This is an optimization exercise on Yosys and OpenROAD, whose aim is small area and a short achievable clock period, not a production implementation.
Function was checked by simulation only, so behaviour that the tests miss may differ from the original.
The clock input has no modelled driver; a real chip could not lean on it and would need a root buffer or a full tree.
Power figures rest on the tool's default switching activity, not on a simulated workload.

== run A ==
// UART
module UART (
    input  wire CLK,        
    input  wire rst,        
    input  wire btn_0,      
    output wire UART_TX,    
    input  wire UART_RX     
);
localparam [1:0] WAIT_ACTI = 2'd0,
                 SEND_CHAR = 2'd1,
                 RDY       = 2'd2,
                 WAIT_RDY  = 2'd3;
localparam       BTN       = 1'b0,
                 PARROT    = 1'b1;
reg  [1:0] uart_state;
reg  [3:0] str_idx;
reg        send_mode;
reg        send_char;
reg  [7:0] btn_char;
wire       ready;
wire       tail;
wire [7:0] recv_data;
wire       vald_data;
wire [7:0] cur;
wire       nempty;
wire       full;
wire       vald_next;
wire       nempty_d;
wire       full_d;
reg        w_enable;
reg        r_enable;
wire       acti_d = (uart_state == WAIT_ACTI && !r_enable && !btn_0) ||
                    (uart_state == WAIT_RDY && ready && (send_mode == PARROT || str_idx == 4'd8));
always @(posedge CLK) begin
    w_enable <= vald_next && !full_d;
    r_enable <= !rst && acti_d && nempty_d;
end
always @(*) begin
    case (str_idx[2:0])
        3'd1: btn_char = 8'h02;  
        3'd2: btn_char = 8'h41;  
        3'd3: btn_char = 8'h52;  
        3'd4: btn_char = 8'h54;  
        3'd5: btn_char = 8'h59;  
        3'd6: btn_char = 8'h0D;  
        3'd7: btn_char = 8'h0A;  
        default: btn_char = 8'h03;  
    endcase
end
UART_TX_CTRL uart_tx_ctrl (
    .CLK(CLK),
    .rst(rst),
    .send(send_char),
    .data(send_mode == PARROT ? cur : btn_char),
    .ready(ready),
    .tail(tail),
    .UART_TX(UART_TX)
);
UART_RX_CTRL uart_rx_ctrl (
    .CLK(CLK),
    .rst(rst),
    .UART_RX(UART_RX),
    .recv_data(recv_data),
    .vald_data(vald_data),
    .vald_next(vald_next)
);
FIFO fifo (
    .CLK(CLK),
    .rst(rst),
    .w_enable(w_enable),
    .r_enable(r_enable),
  ...
For scale: about 2600 cells after synthesis, roughly 2100 flip-flops, ~5 I/O pins, ~47000 um2 of cells after synthesis.
clock: 10.0 ns
lec_check: 0
cap_margin: 20
core_margin: 2
core_utilization: 65
slew_margin: 20
standard.sh (not shown) runs the stock make flow with config.mk's settings and CLKGATE_MAP_FILE= SYNTH_SCRIPT=/design/flow/synth_recipe.tcl, a recipe that flattens the netlist after the stock synthesis.
==> flow/flow/run.sh <==
#!/bin/bash
# The standard layout flow (standard synthesis unchanged), with
#  - a buf_4 on each port instead of the default port buffer,
#  - clock-tree sink clusters of up to 40 flip-flops, no dummy loads,
#  - the clock tree rebuilt as four levels of inv_16 (post_cts.tcl,
#    retree.tcl): the leaf clusters of the CTS tree are kept, each now
#    driven by an inv_16; above them the clock port drives four inv_16,
#    each driving two, each driving two that drive the leaves,
#  - timing repair aiming at a setup slack of SETUP_MARGIN ns.
set -uo pipefail
F=$(pwd)/flow
SETUP_MARGIN=${SETUP_MARGIN:-7.2}
export FANOUTS="4 2 2"
export CELLS="sky130_fd_sc_hd__inv_16 sky130_fd_sc_hd__inv_16 sky130_fd_sc_hd__inv_16"
export LEAFCELL=sky130_fd_sc_hd__inv_16
bash standard.sh \
  BUFFER_PORTS_ARGS="-buffer_cell sky130_fd_sc_hd__buf_4" \
  CTS_ARGS="-sink_clustering_enable -repair_clock_nets -sink_clustering_size 40 -sink_clustering_max_diameter 70 -dont_use_dummy_load" \
  SKIP_CTS_REPAIR_TIMING=1 POST_CTS_TCL=$F/post_cts.tcl \
  SETUP_SLACK_MARGIN=$SETUP_MARGIN \
  finish > standard.log 2>&1
==> flow/flow/retree.tcl <==
set block [ord::get_db_block]
set db [ord::get_db]
set clknet [$block findNet CLK]
proc outterm {inst} { foreach it [$inst getITerms] { if {[$it isOutputSignal]} { return $it } } }
proc interm {inst} { foreach it [$inst getITerms] { if {[$it isInputSignal]} { return $it } } }
proc center {inst} { set b [$inst getBBox]; return [list [expr {([$b xMin]+[$b xMax])/2}] [expr {([$b yMin]+[$b yMax])/2}]] }
# collect the CTS tree: every cell on the clock net's fan-out down to the
# cells that drive flip-flops (leaves)
set tree {}
set leaves {}
set front [list $clknet]
while {[llength $front]} {
  set next {}
  foreach n $front {
    foreach it [$n getITerms] {
      if {![$it isInputSignal]} continue
      set inst [$it getInst]
      set m [[$inst getMaster] getName]
      if {![string match "*clkbuf*" $m] && ![string match "*clkinv*" $m]} continue
      set on [[outterm $inst] getNet]
      set isleaf 1
      foreach it2 [$on getITerms] {
        if {[$it2 isInputSignal] && [string match "*clkbuf*" [[[$it2 getInst] getMaster] getName]]} { set isleaf 0 }
      }
      if {$isleaf} { lappend leaves $inst } else { lappend tree $inst; lappend next $on }
    }
  }
  set front $next
}
puts "tree cells [llength $tree], leaves [llength $leaves]"
foreach t $tree {
  set n [[outterm $t] getNet]
  odb::dbInst_destroy $t
  if {$n ne "NULL" && $n ne ""} { odb::dbNet_destroy $n }
}
# replace leaf cells
set lmaster [$db findMaster $::env(LEAFCELL)]
set items {}
set k 0
foreach l $leaves {
  set on [[outterm $l] getNet]
  set loc [$l getLocation]
  odb::dbInst_destroy $l
  set ni [odb::dbInst_create $block $lmaster "clkleaf_$k"]
  $ni setLocation [lindex $loc 0] [lindex $loc 1]
  $ni setPlacementStatus PLACED
  [outterm $ni] connect $on
  lappend items [concat [list $ni] [center $ni]]
  incr k
}
# split a list of {inst x y} into k groups along the longer axis
proc split_pts {pts k} {
  if {$k <= 1} { return [list $pts] }
  set xs {}; set ys {}
  foreach p $pts { lappend xs [lindex $p 1]; lappend ys [lindex $p 2] }
  set xs [lsort -integer $xs]; set ys [lsort -integer $ys]
  set dx [expr {[lindex $xs end] - [lindex $xs 0]}]; set dy [expr {[lindex $ys end] - [lindex $ys 0]}]
  set idx [expr {$dx >= $dy ? 1 : 2}]
  set pts [lsort -integer -index $idx $pts]
  # split into two halves proportional to k, recursively
  set k1 [expr {$k / 2}]; set k2 [expr {$k - $k1}]
  set n1 [expr {int(round(double([llength $pts]) * $k1 / $k))}]
  return [concat [split_pts [lrange $pts 0 [expr {$n1-1}]] $k1] [split_pts [lrange $pts $n1 end] $k2]]
}
set ::rt_fanouts $::env(FANOUTS)
set ::rt_cells $::env(CELLS)
set ::rt_cnt 0
set ::rt_db $db
set ::rt_block $block
# build bottom-up: groups of items at the lowest level first needs the
# whole partition, so build top-down recursively
proc build {pts level parentnet} {
  if {$level >= [llength $::rt_fanouts]} {
    foreach p $pts { [interm [lindex $p 0]] connect $parentnet }
    return
  }
  set groups [split_pts $pts [lindex $::rt_fanouts $level]]
  set m [$::rt_db findMaster [lindex $::rt_cells $level]]
  foreach g $groups {
    if {[llength $g] == 0} continue
    set sx 0; set sy 0
    foreach p $g { set sx [expr {$sx + [lindex $p 1]}]; set sy [expr {$sy + [lindex $p 2]}] }
    set cx [expr {$sx / [llength $g]}]; set cy [expr {$sy / [llength $g]}]
    set inst [odb::dbInst_create $::rt_block $m "clktree_${level}_$::rt_cnt"]
    set net [odb::dbNet_create $::rt_block "clktree_net_${level}_$::rt_cnt"]
    incr ::rt_cnt
    $inst setLocation $cx $cy
    $inst setPlacementStatus PLACED
    $net setSigType CLOCK
    [interm $inst] connect $parentnet
    [outterm $inst] connect $net
    build $g [expr {$level+1}] $net
  }
}
build $items 0 $clknet
puts "built $::rt_cnt tree cells"
global_connect
Other scripts of this flow, unchanged in this note and not shown: flow/flow/post_cts.tcl
For run B, these inputs were changed with respect to run A:
==> flow/flow/run.sh <==
#!/bin/bash
# The standard layout flow (standard synthesis unchanged), with
#  - a buf_4 on each port instead of the default port buffer,
#  - clock-tree sink clusters of up to 30 flip-flops, no dummy loads,
#  - the clock tree above the leaf buffers rebuilt as two levels of
#    inverters (post_cts.tcl, retree.tcl): the clock port drives four
#    inv_16, each driving three inv_16 that drive the leaf buffers,
#  - timing repair aiming at a setup slack of SETUP_MARGIN ns.
set -uo pipefail
F=$(pwd)/flow
SETUP_MARGIN=${SETUP_MARGIN:-7.2}
export FANOUTS="4 3"
export CELLS="sky130_fd_sc_hd__inv_16 sky130_fd_sc_hd__inv_16"
export LEAFCELL=sky130_fd_sc_hd__clkbuf_16
bash standard.sh \
  BUFFER_PORTS_ARGS="-buffer_cell sky130_fd_sc_hd__buf_4" \
  CTS_ARGS="-sink_clustering_enable -repair_clock_nets -sink_clustering_size 30 -sink_clustering_max_diameter 100 -dont_use_dummy_load" \
  SKIP_CTS_REPAIR_TIMING=1 POST_CTS_TCL=$F/post_cts.tcl \
  SETUP_SLACK_MARGIN=$SETUP_MARGIN \
  finish > standard.log 2>&1
==> comparison <==
Lower via count among run A and run B: run A. Summary: final worst-path setup slack, run B worse than run A. Run B — utilization 0.59 points higher, run A as reference. Compared with run A, run B shows a higher total power of the final layout. First-pass GRT wire length grows slightly when moving from run A to run B.
> inputs changed (run B -> run C)
--- a/flow/flow/run.sh
+++ b/flow/flow/run.sh
@@ -9,5 +9,5 @@
 set -uo pipefail
 F=$(pwd)/flow
-SETUP_MARGIN=${SETUP_MARGIN:-7.2}
+SETUP_MARGIN=${SETUP_MARGIN:-0}
 export FANOUTS="4 3"
 export CELLS="sky130_fd_sc_hd__inv_16 sky130_fd_sc_hd__inv_16"
--- outcome ---
The sequential share of layout area on run B is in line with that on run C. From run C to run B, die outline width did not move at all. Final design instance area without fill of run B is on par with run C. Run C vs run B: routed wire length on met2 down slightly. The all-layer global routing usage was comparable across run B and run C. The worst endpoint required time number comes out higher for run C vs run B. Summary of run C over run B: critical path depth increased 1, initial antenna violation count climbed 1.
In every run of this note, the design's own scripts or RTL, not TritonCTS, make the clock network.

static timing again, ports no longer ideal:
Ports are ideal in the flow. The routed layouts listed here were re-timed in OpenROAD. Step 1: set_driving_cell puts a clkbuf_16 on CLK and a buf_2 on each other input, an assumption about the parent block. Step 2 times the ports against the registers' clock, not the clock port: input delays grow and output delays shrink by t, the midpoint of the rising clock arrivals with the driver on. a / b / c = ideal / step 1 / step 2; a / b = the first two.
| run | t (ns) | setup WS [ns] | slew at the worst register clock pin (ns) |
|---|---|---|---|
| run A | 0.518 | 7.237 / 7.018 / 6.912 | 0.11 / 0.11 |
| run B | 0.556 | 7.202 / 6.965 / 6.916 | 0.11 / 0.11 |
| run C | 0.545 | 6.767 / 6.928 / 6.428 | 0.12 / 0.12 |
After both steps every run listed still meets setup and hold. For run C, which loses most, drivers alone change the setup slack by +0.161 ns; drivers and shift together by -0.339 ns.
